Context: an optimization exercise on an open-source flow, tuned for small area, a short achievable clock period and few clock cycles. The choices shown serve that exercise and are no tape-out recipe. Function was checked by simulation only, so behaviour that the tests miss may differ from the original. Power is estimated from default activity; no workload was simulated.

## JK
==> flow/design.v <==
module CPU(clk, rst, data_out, data_in, address, memwt, reg0);
input clk;
input rst;
input [15:0] data_in;
output [15:0] data_out;
output [11:0] address;
output [15:0] reg0;
output memwt;
reg [15:0] regbank [7:0];
reg [11:0] addr;       
reg [11:0] pc;         
reg        zeroflag;
reg [15:0] opa;        
reg [15:0] opb;        
reg ex_alu, ex_ldi, ex_ld, ex_st, ex_mem;
reg [2:0] ex_rd;
reg s_sum, s_and, s_or, s_xor, s_inv;
assign memwt = ex_st;
assign data_out = opa;
assign address = addr;
assign reg0 = regbank[0];
function [15:0] carries;
    input [15:0] x, y;
    reg [15:0] g, p, g1, p1, g2, p2, g3, p3, c;
    integer k;
    begin
        g = x & y;
        p = x ^ y;
        for (k = 0; k < 16; k = k + 1) begin
            if (k & 1) begin
                g1[k] = g[k] | (p[k] & g[k - 1]);
                p1[k] = p[k] & p[k - 1];
            end else begin
                g1[k] = g[k];
                p1[k] = p[k];
            end
        end
        g1[1] = g[1] | ((p[1] & x[0]) & y[0]);
        for (k = 0; k < 16; k = k + 1) begin
            if (k & 2) begin
                g2[k] = g1[k] | (p1[k] & g1[(k & ~3) + 1]);
                p2[k] = p1[k] & p1[(k & ~3) + 1];
            end else begin
                g2[k] = g1[k];
                p2[k] = p1[k];
            end
        end
        for (k = 0; k < 16; k = k + 1) begin
            if (k & 4) begin
                g3[k] = g2[k] | (p2[k] & g2[(k & ~7) + 3]);
                p3[k] = p2[k] & p2[(k & ~7) + 3];
            end else begin
                g3[k] = g2[k];
                p3[k] = p2[k];
            end
        end
        c[0] = 1'b0;
        for (k = 0; k < 15; k = k + 1) begin
            if (k & 8)
                c[k + 1] = g3[k] | (p3[k] & g3[7]);
            else
                c[k + 1] = g3[k];
        end
        c[3] = (g[2] | (p[2] & g[1])) | ((p[2] & p[1]) & g[0]);
        c[5] = (g[4] | (p[4] & g[3])) | ((p[4] & p[3]) & c[3]);
        c[9] = (g[8] | (p[8] & g[7])) | ((p[8] & p[7]) & g3[6]);
        carries = c;
    end
endfunction
wire [15:0] g = opa & opb;
wire [15:0] p = opa ^ opb;
wire [15:0] o = opa | opb;
wire [15:0] carry = carries(opa, opb);     
wire [15:0] sum = (p ^ {16{s_inv}}) ^ carry;
wire [15:0] result = ({16{s_sum}} & sum) | ({16{s_and}} & g) |
                     ({16{s_or}} & o) | ({16{s_xor}} & p);
wire z_add = ~|(p ^ {o[14:0], 1'b0});
wire z_sum = s_inv ? &p : z_add;
wire z_next = (s_sum & z_sum) | (s_and & ~|g) | (s_or & ~|o) | (s_xor & ~|p) |
              ~(s_sum | s_and | s_or | s_xor);
wire [3:0] op = data_in[15:12];
wire [2:0] f = data_in[11:9];
wire [2:0] u = data_in[8:6];
wire [2:0] sa = data_in[8:6];
wire [2:0] sb = data_in[5:3];
wire fetch = ~ex_mem;
wire [11:0] seq = addr + 12'd1;
wire [15:0] rb_bank = regbank[sb];
wire [15:0] ra = (ex_alu && ex_rd == sa) ? result : regbank[sa];
wire [15:0] rb = (ex_alu && ex_rd == sb) ? result : rb_bank;
wire is_alu = (op == 4'h7);
wire un = is_alu & (f == 3'h7);                  
wire sub = is_alu & (f == 3'h1);
wire zf_now = ex_alu ? z_next : zeroflag;
wire ldst = (op == 4'h2) | (op == 4'h3);
wire hazard = ex_alu & (ex_rd == sb);
wire take = (op == 4'h5) | ((op == 4'h4) & zf_now);
wire [15:0] jc = carries({4'h0, seq}, {4'h0, data_in[11:0]});
wire [11:0] target = seq ^ data_in[11:0] ^ jc[11:0];
wire n_rb   = ~rst & fetch & ldst & ~hazard;
wire n_hold = ~rst & fetch & ldst & hazard;
wire n_jmp  = ~rst & fetch & ~ldst & take;
wire n_seq  = ~rst & ((fetch & ~ldst & ~take) | ex_ldi);
wire n_pc   = ~rst & ~fetch & ~ex_ldi;
wire [11:0] addr_next = ({12{n_rb}} & rb_bank[11:0]) | ({12{n_hold}} & addr) |
                        ({12{n_jmp}} & target) | ({12{n_seq}} & seq) |
                        ({12{n_pc}} & pc);
always @(posedge clk) begin
    opa <= un ? {{15{u == 3'h3}}, (u == 3'h2) | (u == 3'h3)} : ra ^ {16{sub}};
    opb <= rb;
    s_inv <= (f == 3'h1) | ((f == 3'h7) & (u == 3'h1));
    s_sum <= (f == 3'h0) | (f == 3'h1) | (un & ~u[2]);
    s_and <= (f == 3'h2);
    s_or  <= (f == 3'h3);
    s_xor <= (f == 3'h4);
    ex_rd <= data_in[2:0];
    if (ex_alu)
        regbank[ex_rd] <= result;
    else if (ex_ldi | ex_ld)
        regbank[ex_rd] <= data_in;
    if (fetch)
        pc <= seq;
    addr <= addr_next;
    if (rst) begin
        zeroflag <= 1'b0;
        {ex_alu, ex_ldi, ex_ld, ex_st, ex_mem} <= 5'b0;
    end else begin
        zeroflag <= zf_now;
        if (fetch & ldst & hazard) begin
            {ex_alu, ex_ldi, ex_ld, ex_st, ex_mem} <= 5'b0;
        end else if (fetch) begin
            ex_alu <= is_alu;
            ex_ldi <= (op == 4'h1);
            ex_ld  <= (op == 4'h2);
            ex_st  <= (op == 4'h3);
            ex_mem <= (op == 4'h1) | ldst;
        end else begin
            {ex_alu, ex_ldi, ex_ld, ex_st, ex_mem} <= 5'b0;
        end
    end
end
endmodule
clock: 8.0 ns
lec_check: 0
abc_clock_period_in_ps: 3000
cap_margin: 20
core_margin: 2
core_utilization: 50
cts_buf_list: sky130_fd_sc_hd__clkbuf_8
cts_cluster_diameter: 100
cts_cluster_size: 24
setup_slack_margin: 5.0
slew_margin: 20
tns_end_percent: 0
standard.sh (not shown) runs the stock make flow with config.mk's settings and CLKGATE_MAP_FILE= SYNTH_SCRIPT=/design/flow/synth_recipe.tcl, a recipe that flattens the netlist after the stock synthesis.
==> flow/flow/run.sh <==
#!/bin/bash
# The standard layout (the standard.sh), except that the port buffers are
# plain buf_1 cells: the default choice is a delay cell, slower and larger.
set -euo pipefail
bash standard.sh "BUFFER_PORTS_ARGS=-buffer_cell sky130_fd_sc_hd__buf_1" finish > standard.log 2>&1
Testbench counts of JK, summed over its fixed seeds: cycles 36,768.
Edits applied to the flow inputs when going from JK to MS:
Settings: removing TNS_END_PERCENT (formerly 0); changing CORE_UTILIZATION from 50 to 58.
Results
Each of the runs, namely MS and JK, reached the end of the flow and came out clean.
Power consumption: MS worse than JK
Taking JK over MS, the filler cell count ratio works out to 1.4.
MS vs JK: utilization after layout up
The higher clock network fraction of design power of MS and JK is in MS.
Edits applied to the flow inputs when going from MS to AL:
Settings: PLACE_DENSITY newly set to 0.8; CORE_UTILIZATION changed from 58 to 50.
Notes after the runs:
- AL closes out successfully: all stages finished, all timing, DRC and antenna checks passed.
- MS reports its endpoint of the worst setup timing path as opa[11] while AL reports opa[0].
- Power share of the combinational group sits higher in AL than in MS.
- Die area | AL > MS
- AL against MS: area taken by flip-flops and latches about even, wire length on met2 rose 2.8%, critical path depth fell 2, part of the total power dissipated in the clock network fell 1.9 points.
- Against MS as the reference, AL delivers a lower achievable frequency.
- Power in the clock group in AL is about 11% below MS.
- Compared to MS, AL has largest fanout on the critical path 12 lower.
Setup changes, AL to TR
Settings: PLACE_DENSITY: 0.8 -> unset; GPL_TIMING_DRIVEN: unset -> 0.
--- outcome ---
TR reached the final stage; the timing, DRC and antenna checks on its layout passed. Between TR and AL, the total power divided by cell area figures differ only marginally. [TR] power spent charging and discharging nets rose 0.000019 W relative to AL. The part of the power in combinational logic was comparable across TR and AL. Between TR and AL, worst hold slack is higher for AL, TR comes in under that. AL -> TR: routed wire length flat. Of TR and AL, it is TR that has the lower average wire per cell in the routed design. TR and AL ended up with nearly the same layout inverter count without the clock tree. Sequential logic power essentially unchanged between AL and TR. Via count of the first global-routing pass: TR and AL compared, higher one is AL. Compared with AL, TR shows a higher setup clock skew after layout.
For PW, these inputs were changed with respect to TR:
Settings: GPL_TIMING_DRIVEN: 0 -> unset.
==> notes.md <==
PW completed end to end with timing, DRC and antenna clean.
Higher sequential share of layout area goes to PW over TR.
Ratio of final minimum period to clock period, PW and TR: smaller value in PW
Maximum net fanout on the critical path ends up lower on TR.
TR → PW: sum of buffers and inverters on the critical path shows a reduction of 1; power lower; final net count shrank by 43; worst setup slack went up by 24 ps; worst setup timing slack at the placement stage moved down.

what the ideal ports hide:
No port has a modelled driver above. Below, the same layouts with a new extraction and two added sets of constraints.
Step 1 sets driving cells, clkbuf_16 on the clock port and buf_2 on the other inputs (assumed; they add their load-dependent delay and slew).
Step 2 also shifts input and output timing later by t, the mid clock arrival at the registers, as if the neighbouring blocks saw the same clock.
Three values: no drivers, after step 1, after step 2; two values: the first two.
| run | shift t [ns] | setup WS [ns] | slew at the worst register clock pin (ns) | worst data-port slew with drivers (ns) | cell pins on the clock port's net |
|---|---|---|---|---|---|
| JK | 0.514 | 4.884 / 4.902 / 4.387 | 0.11 / 0.11 | 0.06 | 1 |
| MS | 0.499 | 5.012 / 5.015 / 4.516 | 0.11 / 0.11 | 0.06 | 1 |
| AL | 0.516 | 4.993 / 5.014 / 4.498 | 0.11 / 0.11 | 0.05 | 1 |
| TR | 0.522 | 5.034 / 5.045 / 4.523 | 0.12 / 0.12 | 0.06 | 1 |
| PW | 0.524 | 5.058 / 5.058 / 4.537 | 0.11 / 0.11 | 0.06 | 1 |
After both steps every run listed still meets setup and hold. For PW, which loses most, drivers alone change the setup slack by 0.000 ns; drivers and shift together by -0.521 ns.
